What follows belongs to an exercise in optimizing a design on an open flow for small area, a short achievable clock period and few clock cycles per item; a production flow would make more cautious choices.
Function was checked by simulation only, so behaviour that the tests miss may differ from the original.

v6:
==> flow/design.v (excerpt) <==
module fc_layer1_flattened #(
    parameter IN_SIZE  = 16,
    parameter OUT_SIZE = 8,
    parameter W = 8,
    parameter ACC_WIDTH = W+7
)(
    input clk,
    input reset,
    input start,
    input signed [W*IN_SIZE-1:0] in_vector_flat,
    input signed [W*(OUT_SIZE*IN_SIZE)-1:0] weights_flat,
    input signed [W*OUT_SIZE-1:0] biases_flat,
    output reg signed [W*OUT_SIZE-1:0] out_vector_flat,
    output reg done
);
For scale: roughly 240 flip-flops, about 1300 I/O pins, roughly 200000 sq um of cells after synthesis.
export LEC_CHECK = 0
export CAP_MARGIN = 20
export CELL_PAD_IN_SITES_GLOBAL_PLACEMENT = 1
export CORE_AREA = 5 5 795 795
export CTS_CLUSTER_DIAMETER = 50
export CTS_CLUSTER_SIZE = 20
export DIE_AREA = 0 0 800 800
export PLACE_DENSITY = 0.36
export SETUP_SLACK_MARGIN = 2.2
export SLEW_MARGIN = 20
export SYNTH_HIERARCHICAL = 1
export SYNTH_MINIMUM_KEEP_SIZE = 0
export BUFFER_PORTS_ARGS = -buffer_cell sky130_fd_sc_hd__buf_1
create_clock -name core_clock -period 10.0 [get_ports {clk}]
standard.sh (not shown) runs the stock make flow with config.mk's settings and CLKGATE_MAP_FILE= SYNTH_SCRIPT=/design/flow/synth_recipe.tcl, a recipe that flattens the netlist after the stock synthesis.
==> flow/flow/run.sh <==
#!/bin/bash
# Standard layout, with plain buffers (not delay cells) on the ports.
set -e
cp standard.sh standard_sh_copy.log
echo "export BUFFER_PORTS_ARGS = -buffer_cell sky130_fd_sc_hd__buf_1" >> config.mk
bash standard.sh > standard_flow.log 2>&1
Testbench counts of v6, summed over its fixed seeds: cycles 960, items 960.
#### Input delta (v7 over v6)
--- a/flow/design.v
+++ b/flow/design.v
@@ -1280,32 +1280,35 @@
     parameter W = 8,
     parameter ACC_WIDTH = W+7
 )(
     input clk,
     input reset,
     input start,
     input signed [W*IN_SIZE-1:0] in_vector_flat,
     input signed [W*(OUT_SIZE*IN_SIZE)-1:0] weights_flat,
     input signed [W*OUT_SIZE-1:0] biases_flat,
     output reg signed [W*OUT_SIZE-1:0] out_vector_flat,
     output reg done
 );
-    wire [63:0] b_one [0:3];
-    wire [63:0] b_two [0:3];
-    wire [63:0] b_neg [0:3];
-    genvar gb;
+    wire [63:0] b_one, b_two, b_neg;
+    genvar gi, gk;
     generate
-        for (gb = 0; gb < 4; gb = gb + 1) begin : ENC_BANK
-            booth_enc u_enc (.in_vector_flat(in_vector_flat), .b_one(b_one[gb]),
-                             .b_two(b_two[gb]), .b_neg(b_neg[gb]));
+        for (gi = 0; gi < 16; gi = gi + 1) begin : ENC
+            wire [8:0] xe = {in_vector_flat[gi*8 +: 8], 1'b0};
+            for (gk = 0; gk < 4; gk = gk + 1) begin : DIG
+                wire [2:0] t = xe[2*gk +: 3];
+                assign b_one[gk*16+gi] = t[1] ^ t[0];
+                assign b_two[gk*16+gi] = (t[2] & ~t[1] & ~t[0]) | (~t[2] & t[1] & t[0]);
+                assign b_neg[gk*16+gi] = t[2];
+            end
         end
     endgenerate
     wire ns0, nc0;
     fa3 u_n0 (.a(in_vector_flat[105]), .b(in_vector_flat[113]), .c(in_vector_flat[121]), .s(ns0), .co(nc0));
     wire nhs1, nhc1;
     ha2 u_nh1 (.a(in_vector_flat[17]), .b(in_vector_flat[1]), .s(nhs1), .co(nhc1));
     wire ns2, nc2;
     fa3 u_n2 (.a(in_vector_flat[107]), .b(in_vector_flat[115]), .c(in_vector_flat[11]), .s(ns2), .co(nc2));
     wire nhs3, nhc3;
     ha2 u_nh3 (.a(in_vector_flat[123]), .b(in_vector_flat[19]), .s(nhs3), .co(nhc3));
     wire ns4, nc4;
     fa3 u_n4 (.a(in_vector_flat[101]), .b(in_vector_flat[109]), .c(in_vector_flat[117]), .s(ns4), .co(nc4));
@@ -1420,47 +1423,28 @@
             done <= 1'b0;
         else if (start)
             done <= 1'b1;
     end
     wire [7:0] res [0:7];
     genvar gn;
     generate
         for (gn = 0; gn < 8; gn = gn + 1) begin : PE_INSTANCES
             PE_seq_flat pe_inst (
                 .clk(clk),
                 .en(start),
                 .weight_row_flat(weights_flat[gn*128 +: 128]),
-                .b_one(b_one[gn / 2]),
-                .b_two(b_two[gn / 2]),
-                .b_neg(b_neg[gn / 2]),
+                .b_one(b_one),
+                .b_two(b_two),
+                .b_neg(b_neg),
                 .bias(biases_flat[gn*8 +: 8]),
                 .neg_s(neg_s),
                 .neg_c(neg_c),
                 .result(res[gn])
             );
         end
     endgenerate
     integer j;
     always @(*) begin
         for (j = 0; j < 8; j = j + 1)
             out_vector_flat[j*8 +: 8] = res[j];
     end
 endmodule
-module booth_enc (
-    input [127:0] in_vector_flat,
-    output [63:0] b_one,      
-    output [63:0] b_two,      
-    output [63:0] b_neg       
-);
-    genvar gi, gk;
-    generate
-        for (gi = 0; gi < 16; gi = gi + 1) begin : ENC
-            wire [8:0] xe = {in_vector_flat[gi*8 +: 8], 1'b0};
-            for (gk = 0; gk < 4; gk = gk + 1) begin : DIG
-                wire [2:0] t = xe[2*gk +: 3];
-                assign b_one[gk*16+gi] = t[1] ^ t[0];
-                assign b_two[gk*16+gi] = (t[2] & ~t[1] & ~t[0]) | (~t[2] & t[1] & t[0]);
-                assign b_neg[gk*16+gi] = t[2];
-            end
-        end
-    endgenerate
-endmodule
Findings:
- v7 ended up with a lower total number of nets in the final design than v6 did.
- Compared with v6, in v7 non-clock buffer count has decreased, filler-free cell count of the finished design has decreased, number of antenna violations at the first check in global routing has increased, met2 track demand over resource in global routing has increased, count of unique library cells instantiated by Yosys has decreased.
- Relative to v6, the area of combinational cells with multiple inputs measured on v7 has decreased by a few percent.
- When the final numbers for v6 and v7 were put side by side, the total setup buffers inserted after CTS turned out to be smaller in v6.
- Looking at highest cell delay on the worst timing path, v7 sits above v6.
Testbench counts of v7, summed over its fixed seeds: cycles 960, items 960.

afterwards: timing with drivers on the ports:
In the flow no input, the clock included, has a driving cell. The finished layouts below were timed again as built, in two steps. Step 1: set_driving_cell puts a clkbuf_16 on clk and a buf_2 on each other input, an assumption about the parent block. Step 2, shift: input delay + t, output delay - t, t = (earliest + latest rising clock arrival at the registers) / 2. This alone moves slack from input paths to output paths. Three values: ideal ports, drivers, drivers and shift; two values: the first two.
run | t (ns) | setup slack, ns | hold slack, ns | slew at the worst register clock pin (ns) | pins driven straight from the clock port
v6 | 1.019 | 2.101 / 2.220 / 1.201 | 0.465 / 0.465 / 0.465 | 0.05 / 0.05 | 1
v7 | 1.046 | 1.991 / 2.092 / 1.046 | 0.478 / 0.478 / 0.478 | 0.06 / 0.06 | 1
After both steps setup and hold are still met in every run listed. The setup slack of v7, which loses most, moves by +0.101 ns with the drivers and by -0.945 ns with both steps.
